Background: an optimization exercise with open tools, aiming at small area and a short achievable clock period. Do not read the settings as production practice. Function was checked by simulation only, so behaviour that the tests miss may differ from the original.

build 55:
// synthesis_direct_FIR
module synthesis_direct_FIR(out, inp, clk, rstn);
    localparam X_SIZE = 16;    
    localparam Y_SIZE = 26;    
    output [Y_SIZE-1:0] out;
    input [X_SIZE-1:0] inp;
    input clk, rstn;
    direct_FIR DIR_FIR(.out(out), .inp(inp), .clk(clk), .rstn(rstn));
endmodule
For scale: ~1100 cells after synthesis, ~220 flip-flops, ~44 I/O pins.
export LEC_CHECK = 0
export CAP_MARGIN = 20
export CORE_MARGIN = 2
export CORE_UTILIZATION = 65
export CTS_BUF_LIST = sky130_fd_sc_hd__clkbuf_16
export CTS_CLUSTER_DIAMETER = 100
export CTS_CLUSTER_SIZE = 30
export SLEW_MARGIN = 20
export SYNTH_HIERARCHICAL = 1
export SYNTH_MINIMUM_KEEP_SIZE = 0
create_clock -name core_clock -period 11.5 [get_ports {clk}]
standard.sh (not shown) runs the stock make flow with config.mk's settings and CLKGATE_MAP_FILE= SYNTH_SCRIPT=/design/flow/synth_recipe.tcl, a recipe that flattens the netlist after the stock synthesis.
==> flow/flow/run.sh <==
#!/bin/bash
# Own layout flow: the standard ORFS flow, with the port buffers built
# from regular buffers instead of delay buffers, and setup repair asked to
# leave a margin (SETUP_MARGIN ns) so that it also works on paths that
# already meet the design's clock period.
set -euo pipefail
cd "$(dirname "$0")/.."
export BUFFER_PORTS_ARGS="-buffer_cell sky130_fd_sc_hd__buf_4"
export SETUP_SLACK_MARGIN=${SETUP_MARGIN:-8.25}
bash standard.sh > standard_make.log 2>&1
Build 55 finished end to end and its layout was clean on timing, DRC and antenna.
Here is what was changed in the inputs of build 88 compared with build 55.
Settings: CTS_BUF_LIST changed from sky130_fd_sc_hd__clkbuf_16 to sky130_fd_sc_hd__clkbuf_8; CTS_CLUSTER_DIAMETER changed from 100 to 50; CTS_CLUSTER_SIZE changed from 30 to 20.
diff --git a/flow/flow/run.sh b/flow/flow/run.sh
--- a/flow/flow/run.sh
+++ b/flow/flow/run.sh
@@ -8,3 +8,3 @@
 export BUFFER_PORTS_ARGS="-buffer_cell sky130_fd_sc_hd__buf_4"
-export SETUP_SLACK_MARGIN=${SETUP_MARGIN:-8.25}
+export SETUP_SLACK_MARGIN=${SETUP_MARGIN:-8}
 bash standard.sh > standard_make.log 2>&1
Results
- Build 55 → build 88: met2 layer wire length in the routed design decreased by 740 µm relative to the old numbers.
- Build 88: full flow OK, the timing, design-rule and antenna checks passed
- Re simple-gate share of the synthesized area: no difference whatsoever between build 55 and build 88.
- For build 88, the uppermost layer routed was met5, unlike build 55, where it was met4.
- Side by side, number of antenna repair diodes turned out lower in build 88 than in build 55.
- Build 88 and build 55 ended up with roughly the same wire length of the first global-routing pass.
- Part of the cycle the worst path needs: build 88 vs build 55 up 1.6 points
- Delta (build 88 minus build 55): final routed wirelength across all metal layers fell 450 µm.
Setup changes, build 88 to build 95
Settings: CORE_UTILIZATION: 65 -> 40.
Findings:
- On flip-flop and latch area, build 88 and build 95 are neck and neck.
- Changes observed in build 95 relative to build 88: final cycle utilization of the critical path about even; worst slew margin relative to its limit fell 0.86 points.
- What build 88 reported for mean routed wirelength per cell has to be multiplied by 0.921 to get the figure for build 95.
The inputs of build 10 differ from those of build 95 as listed below.
Settings: a change of CORE_UTILIZATION from 40 to 65.
diff --git a/flow/flow/run.sh b/flow/flow/run.sh
--- a/flow/flow/run.sh
+++ b/flow/flow/run.sh
@@ -8,3 +8,3 @@
 export BUFFER_PORTS_ARGS="-buffer_cell sky130_fd_sc_hd__buf_4"
-export SETUP_SLACK_MARGIN=${SETUP_MARGIN:-8}
+export SETUP_SLACK_MARGIN=${SETUP_MARGIN:-8.12}
 bash standard.sh > standard_make.log 2>&1
Notes after the runs:
- Cell row count (build 95 / build 10): 1.3
- Changes observed in build 10 relative to build 95: routed wire length shows a reduction of 4.3%, clock-pin transition on the worst setup and hold timing paths shows no meaningful change, die boundary height shows a reduction of about 20%, global-route usage shows an increase of 11 points.
- In build 10 relative to build 95, largest net degree at the start of global routing had gone up by a few percent.
- When build 10 is set beside build 95, its final area turns out to be about 0.7% smaller.
- Delta(clock buffer count in the final layout, build 10 - build 95) < 0
## Diff of input files: build 48 against build 10
Settings: CORE_UTILIZATION now 40, was 65.
Results
Build 48: done, clean on timing, DRC and antenna
Build 48 vs. build 10: summed area of non-filler cells in the final layout went up by 490 µm².
Diff build 10 -> build 48: die footprint grew by 61%.

========
sierra:
synthesis_direct_FIR, a different RTL version from the one above (not shown whole).
For scale: ~1,100 cells after synthesis, roughly 210 flip-flops, ~0.016 mm^2 of cells after synthesis.
Settings: LEC_CHECK=0, CAP_MARGIN=20, CORE_MARGIN=2, CORE_UTILIZATION=65, CTS_BUF_LIST=sky130_fd_sc_hd__clkbuf_16, CTS_CLUSTER_DIAMETER=80, CTS_CLUSTER_SIZE=25, SLEW_MARGIN=20, SYNTH_HIERARCHICAL=1, SYNTH_MINIMUM_KEEP_SIZE=0; clock period 11.5 ns.
==> flow/flow/run.sh <==
#!/bin/bash
# Own layout flow: the standard ORFS flow, with the port buffers built
# from regular buffers instead of delay buffers, and setup repair asked to
# leave a margin (SETUP_MARGIN ns) so that it also works on paths that
# already meet the design's clock period.
set -euo pipefail
cd "$(dirname "$0")/.."
export BUFFER_PORTS_ARGS="-buffer_cell sky130_fd_sc_hd__buf_4"
export SETUP_SLACK_MARGIN=${SETUP_MARGIN:-8.25}
bash standard.sh > standard_make.log 2>&1
In summary, sierra completed successfully, with a layout that passed the timing, design-rule and antenna checks.
Input-level comparison between maple and sierra:
--- a/flow/flow/run.sh
+++ b/flow/flow/run.sh
@@ -8,3 +8,3 @@
 export BUFFER_PORTS_ARGS="-buffer_cell sky130_fd_sc_hd__buf_4"
-export SETUP_SLACK_MARGIN=${SETUP_MARGIN:-8.25}
+export SETUP_SLACK_MARGIN=${SETUP_MARGIN:-8.15}
 bash standard.sh > standard_make.log 2>&1
Findings:
- Effective utilization at floorplan delta (sierra -> maple): insignificant
- Critical path depth for maple: 6 down relative to sierra
- The smallest hold slack of maple and that of sierra are within noise of each other.
- sierra was larger in final cell area than maple.
- On buffering stage count on the worst path with inverters included: between sierra and maple, it ends up higher for sierra.
- Per the comparison of maple with sierra, final routed wire length divided by cell count lower; peak per-stage delay on the critical path went up 90 ps.
The following lists how raven was set up differently from maple:
--- a/flow/flow/run.sh
+++ b/flow/flow/run.sh
@@ -7,4 +7,4 @@
 cd "$(dirname "$0")/.."
-export BUFFER_PORTS_ARGS="-buffer_cell sky130_fd_sc_hd__buf_4"
-export SETUP_SLACK_MARGIN=${SETUP_MARGIN:-8.15}
+export BUFFER_PORTS_ARGS="-buffer_cell sky130_fd_sc_hd__buf_2"
+export SETUP_SLACK_MARGIN=${SETUP_MARGIN:-8.25}
 bash standard.sh > standard_make.log 2>&1
--- outcome ---
raven: no failed stages, no open violations at the end. For number of non-clock buffers, dividing the value from maple by the value from raven gives 0.877. Diff maple -> raven: number of multi-input combinational cells in the layout was more or less identical, number of fillers in the final layout has decreased, area added between synthesis and finish increased 1.3 points, delay of the slowest cell on the worst path now sits lower, minimum period implied by the final worst setup slack saw a decrease. Of the two values seen for critical path class, register to primary output was produced by raven and register to register by maple. Higher count of non-filler cells in the finished layout goes to raven over maple.

========
RTL: one of the versions met above, not the one the previous note started from.
Size in the first run: roughly 1,100 cells after synthesis, ~220 flip-flops, about 44 I/O pins, about 16,000 um^2 of cells after synthesis.
export LEC_CHECK = 0
export CAP_MARGIN = 20
export CORE_MARGIN = 2
export CORE_UTILIZATION = 65
export CTS_BUF_LIST = sky130_fd_sc_hd__clkbuf_16
export CTS_CLUSTER_DIAMETER = 90
export CTS_CLUSTER_SIZE = 32
export SLEW_MARGIN = 20
export SYNTH_HIERARCHICAL = 1
export SYNTH_MINIMUM_KEEP_SIZE = 0
create_clock -name core_clock -period 11.5 [get_ports {clk}]
==> flow/flow/run.sh <==
#!/bin/bash
# Own layout flow: the standard ORFS flow, with the port buffers built
# from regular buffers instead of delay buffers, and setup repair asked to
# leave a margin (SETUP_MARGIN ns) so that it also works on paths that
# already meet the design's clock period.
set -euo pipefail
cd "$(dirname "$0")/.."
export BUFFER_PORTS_ARGS="-buffer_cell sky130_fd_sc_hd__buf_4"
export SETUP_SLACK_MARGIN=${SETUP_MARGIN:-8.25}
bash standard.sh > standard_make.log 2>&1
The baseline finished with timing, DRC and antenna clean.
Edit:
--- a/flow/flow/run.sh
+++ b/flow/flow/run.sh
@@ -8,3 +8,3 @@
 export BUFFER_PORTS_ARGS="-buffer_cell sky130_fd_sc_hd__buf_4"
-export SETUP_SLACK_MARGIN=${SETUP_MARGIN:-8.25}
+export SETUP_SLACK_MARGIN=${SETUP_MARGIN:-8}
 bash standard.sh > standard_make.log 2>&1
Settings changed: CORE_UTILIZATION 65 to 40, CTS_BUF_LIST sky130_fd_sc_hd__clkbuf_16 to not set, CTS_CLUSTER_DIAMETER 90 to 60, CTS_CLUSTER_SIZE 32 to 30.
Effect:
- critical path depth is higher by 4
- area after synthesis is unchanged
- routed wire length increases by a few percent
- final area increases slightly
- clock-buffer cell count goes up by 13
- worst setup slack is worse by 210 ps
- die area is higher by well over a third
Edit:
--- a/flow/flow/run.sh
+++ b/flow/flow/run.sh
@@ -8,3 +8,3 @@
 export BUFFER_PORTS_ARGS="-buffer_cell sky130_fd_sc_hd__buf_4"
-export SETUP_SLACK_MARGIN=${SETUP_MARGIN:-8}
+export SETUP_SLACK_MARGIN=${SETUP_MARGIN:-8.12}
 bash standard.sh > standard_make.log 2>&1
Settings changed: CORE_UTILIZATION 40 to 65, CTS_BUF_LIST set to sky130_fd_sc_hd__clkbuf_16, CTS_CLUSTER_DIAMETER 60 to 80, CTS_CLUSTER_SIZE 30 to 25.
After rerunning:
- die area goes down by about 40%
- non-clock buffer count increases by 2
- worst hold slack gains 3.0 ps
- clock-buffer cell count goes down by 11
- routed wire length drops by 5.3%
- register-to-register slack improves by 100 ps
- via count is about the same
- final area is lower by 3.4%
- global-route usage grows by 11 points
Edit:
Settings changed: CTS_BUF_LIST sky130_fd_sc_hd__clkbuf_16 to not set, CTS_CLUSTER_DIAMETER 80 to 70, CTS_CLUSTER_SIZE 25 to 40.
Outcome:
- final area goes up by 0.52%
- critical path depth is unchanged
- area after synthesis stays the same
- first-iteration DRC count climbs by 5.7%

========
run 1:
synthesis_direct_FIR, a different RTL version from the one above (not shown whole).
Size: ~1100 cells after synthesis, about 220 flip-flops, ~0.016 sq mm of cells after synthesis.
Design synthesis_direct_FIR, start of the top module:
module synthesis_direct_FIR(out, inp, clk, rstn);
    localparam X_SIZE = 16;    
    localparam Y_SIZE = 26;    
    output [Y_SIZE-1:0] out;
    input [X_SIZE-1:0] inp;
    input clk, rstn;
    direct_FIR DIR_FIR(.out(out), .inp(inp), .clk(clk), .rstn(rstn));
endmodule
make LEC_CHECK=0 CAP_MARGIN=20 CORE_MARGIN=2 CORE_UTILIZATION=40 CTS_BUF_LIST='sky130_fd_sc_hd__clkbuf_4 sky130_fd_sc_hd__clkbuf_8' CTS_CLUSTER_DIAMETER=60 CTS_CLUSTER_SIZE=30 SLEW_MARGIN=20 SYNTH_HIERARCHICAL=1 SYNTH_MINIMUM_KEEP_SIZE=0 finish   # period 11.5 ns
run.sh (not shown) runs the stock make flow with config.mk's settings and CLKGATE_MAP_FILE= SYNTH_SCRIPT=/design/flow/synth_recipe.tcl, a recipe that flattens the netlist after the stock synthesis.
Stock flow here: none of the scripts above is used.
> inputs changed (run 1 -> run 2)
==> flow/flow/run.sh (new file) <==
#!/bin/bash
# Own layout flow: the standard ORFS flow, with the port buffers built
# from regular buffers instead of delay buffers, and setup repair asked to
# leave a margin (SETUP_MARGIN ns) so that it also works on paths that
# already meet the design's clock period.
set -euo pipefail
cd "$(dirname "$0")/.."
export BUFFER_PORTS_ARGS="-buffer_cell sky130_fd_sc_hd__buf_4"
export SETUP_SLACK_MARGIN=${SETUP_MARGIN:-0}
bash standard.sh > standard_make.log 2>&1
==> flow/standard.sh (new file) <==
#!/bin/bash
# synth_recipe.tcl (not shown) runs the flow's synth.tcl, then flattens the netlist and writes it again
# the make line also repeats each setting of config.mk as NAME=value (left out here)
make -C /OpenROAD-flow-scripts/flow DESIGN_CONFIG=/design/flow/config.mk WORK_HOME=/design/flow/orfs CLKGATE_MAP_FILE= SYNTH_SCRIPT=/design/flow/synth_recipe.tcl "${@:-finish}"
removed: flow/run.sh
[summary]
- Taking run 1 as the reference point, the sequential share of layout area of run 2 rises by 0.16 points.
- Number of antenna cells inserted: run 2 vs run 1 down 1
- Per the comparison of run 2 with run 1, clock insertion delay at the later pin of the skew report was more or less identical; pin count of the biggest net entering global routing went up by 4.
- Of run 1 and run 2, the higher sum of met2 wire segment lengths after detailed routing belongs to run 1.
- First-pass GRT wire length essentially unchanged between run 1 and run 2.
- Cell area after layout was lower in run 2 than in run 1.
- Final cycle utilization of the critical path: lower on run 1
- Worst setup slack: lower on run 2
#### Input delta (run 3 over run 2)
Settings: CTS_BUF_LIST changed from sky130_fd_sc_hd__clkbuf_4 sky130_fd_sc_hd__clkbuf_8 to sky130_fd_sc_hd__clkbuf_8; CTS_CLUSTER_DIAMETER removed (was 60); CTS_CLUSTER_SIZE changed from 30 to 20.
==> flow/run.sh (new file) <==
#!/bin/bash
# synth_recipe.tcl (not shown) runs the flow's synth.tcl, then flattens the netlist and writes it again
# the make line also repeats each setting of config.mk as NAME=value (left out here)
make -C /OpenROAD-flow-scripts/flow DESIGN_CONFIG=/design/flow/config.mk WORK_HOME=/design/flow/orfs CLKGATE_MAP_FILE= SYNTH_SCRIPT=/design/flow/synth_recipe.tcl finish
removed: flow/flow/run.sh
removed: flow/standard.sh
==> comparison <==
Run 3 | status: complete | timing, DRC, antenna: pass. [run 3 vs run 2] final routed wirelength across all metal layers: higher in run 3. Higher area added between synthesis and finish among run 3 and run 2: run 3. Routability congestion estimate from global placement: run 3 < run 2. Re number of antenna-violating nets in the routed design: no difference whatsoever between run 3 and run 2.

========
## JK
RTL: one of the versions met above, not the one the previous note started from.
Size: ~1,100 cells after synthesis, roughly 220 flip-flops, about 44 I/O pins.
Settings: LEC_CHECK=0, CAP_MARGIN=20, CORE_MARGIN=2, CORE_UTILIZATION=65, CTS_BUF_LIST=sky130_fd_sc_hd__clkbuf_16, CTS_CLUSTER_DIAMETER=80, CTS_CLUSTER_SIZE=25, SLEW_MARGIN=20, SYNTH_HIERARCHICAL=1, SYNTH_MINIMUM_KEEP_SIZE=0; clock period 11.5 ns.
standard.sh (not shown) runs the stock make flow with config.mk's settings and CLKGATE_MAP_FILE= SYNTH_SCRIPT=/design/flow/synth_recipe.tcl, a recipe that flattens the netlist after the stock synthesis.
==> flow/flow/run.sh <==
#!/bin/bash
# Own layout flow: the standard ORFS flow, with the port buffers built
# from regular buffers instead of delay buffers, and setup repair asked to
# leave a margin (SETUP_MARGIN ns) so that it also works on paths that
# already meet the design's clock period.
set -euo pipefail
cd "$(dirname "$0")/.."
export BUFFER_PORTS_ARGS="-buffer_cell sky130_fd_sc_hd__buf_4"
export SETUP_SLACK_MARGIN=${SETUP_MARGIN:-8.25}
bash standard.sh > standard_make.log 2>&1
For TR, these inputs were changed with respect to JK:
# JK
export LEC_CHECK = 0
export CAP_MARGIN = 20
export CORE_MARGIN = 2
export CORE_UTILIZATION = 65
export CTS_BUF_LIST = sky130_fd_sc_hd__clkbuf_16
export CTS_CLUSTER_DIAMETER = 80
export CTS_CLUSTER_SIZE = 25
export SLEW_MARGIN = 20
export SYNTH_HIERARCHICAL = 1
export SYNTH_MINIMUM_KEEP_SIZE = 0
create_clock -name core_clock -period 11.5 [get_ports {clk}]
# TR
export LEC_CHECK = 0
export CAP_MARGIN = 20
export CORE_MARGIN = 2
export CORE_UTILIZATION = 65
export CTS_BUF_LIST = sky130_fd_sc_hd__clkbuf_16
export CTS_CLUSTER_DIAMETER = 100
export CTS_CLUSTER_SIZE = 40
export SLEW_MARGIN = 20
export SYNTH_HIERARCHICAL = 1
export SYNTH_MINIMUM_KEEP_SIZE = 0
create_clock -name core_clock -period 11.5 [get_ports {clk}]
Findings:
- Via count shrinks slightly when moving from JK to TR.
- Relative to JK, TR improves wire length.
- Compared TR against JK; register cell area after layout within noise.
- Re multi-input logic area: JK and TR aren't equal, and the higher value belongs to JK.
- Total global routing track utilization: JK vs TR, no meaningful difference
- Diff JK -> TR | design area | decrease of 1.4%
- On clock-pin slew reported for the worst setup and hold paths after clock tree synthesis: TR sits above JK.
- As far as multi-input combinational cell count goes, TR and JK are indistinguishable; the numbers are identical.
- The largest net degree at the start of global routing of TR is higher than that of JK.

## what the ideal ports hide
In the flow no input, the clock included, has a driving cell. The finished layouts below were timed again as built, in two steps. Step 1: set_driving_cell puts a clkbuf_16 on clk and a buf_2 on each other input, an assumption about the parent block. Step 2, shift: input delay + t, output delay - t, t = (earliest + latest rising clock arrival at the registers) / 2. This alone moves slack from input paths to output paths. Slacks: ideal / step 1 / step 2; pairs: ideal / step 1.
run | t, ns | setup WS [ns] | hold WS [ns] | latest minus earliest clock arrival (ns) | slew at the worst register clock pin (ns)
build 55 | 0.540 | 8.226 / 8.201 / 8.226 | 0.433 / 0.433 / 0.433 | 0.032 / 0.031 | 0.12 / 0.12
build 88 | 0.653 | 8.043 / 8.043 / 8.043 | 0.439 / 0.439 / 0.439 | 0.056 / 0.055 | 0.11 / 0.11
build 95 | 0.667 | 8.046 / 8.046 / 8.046 | 0.453 / 0.453 / 0.453 | 0.060 / 0.059 | 0.10 / 0.10
build 10 | 0.649 | 8.159 / 8.125 / 8.159 | 0.441 / 0.441 / 0.441 | 0.054 / 0.055 | 0.11 / 0.11
build 48 | 0.668 | 8.117 / 8.069 / 8.136 | 0.453 / 0.453 / 0.453 | 0.058 / 0.058 | 0.11 / 0.11
sierra | 0.532 | 8.162 / 8.162 / 8.162 | 0.430 / 0.430 / 0.430 | 0.017 / 0.017 | 0.10 / 0.10
maple | 0.536 | 8.198 / 8.198 / 8.198 | 0.430 / 0.430 / 0.430 | 0.017 / 0.017 | 0.11 / 0.11
raven | 0.550 | 8.250 / 8.199 / 8.250 | 0.424 / 0.424 / 0.424 | 0.031 / 0.031 | 0.10 / 0.10
the first run of note 3 | 0.552 | 8.251 / 8.197 / 8.253 | 0.436 / 0.436 / 0.436 | 0.033 / 0.034 | 0.12 / 0.12
the second run of note 3 | 0.619 | 8.041 / 8.041 / 8.041 | 0.451 / 0.451 / 0.451 | 0.045 / 0.045 | 0.10 / 0.10
the third run of note 3 | 0.550 | 8.146 / 8.146 / 8.146 | 0.454 / 0.454 / 0.454 | 0.032 / 0.032 | 0.10 / 0.10
the fourth run of note 3 | 0.552 | 8.161 / 8.161 / 8.161 | 0.455 / 0.455 / 0.455 | 0.017 / 0.017 | 0.10 / 0.10
run 1 | 0.629 | 7.647 / 7.612 / 7.647 | 0.530 / 0.530 / 0.530 | 0.032 / 0.033 | 0.11 / 0.11
run 2 | 0.618 | 7.612 / 7.612 / 7.612 | 0.527 / 0.527 / 0.527 | 0.050 / 0.050 | 0.12 / 0.12
run 3 | 0.623 | 7.653 / 7.624 / 7.653 | 0.535 / 0.535 / 0.535 | 0.020 / 0.021 | 0.07 / 0.07
JK | 0.547 | 8.261 / 8.222 / 8.261 | 0.454 / 0.454 / 0.454 | 0.030 / 0.030 | 0.10 / 0.10
TR | 0.534 | 8.253 / 8.219 / 8.253 | 0.448 / 0.448 / 0.448 | 0.027 / 0.027 | 0.12 / 0.12
After both steps every run listed still meets setup and hold.
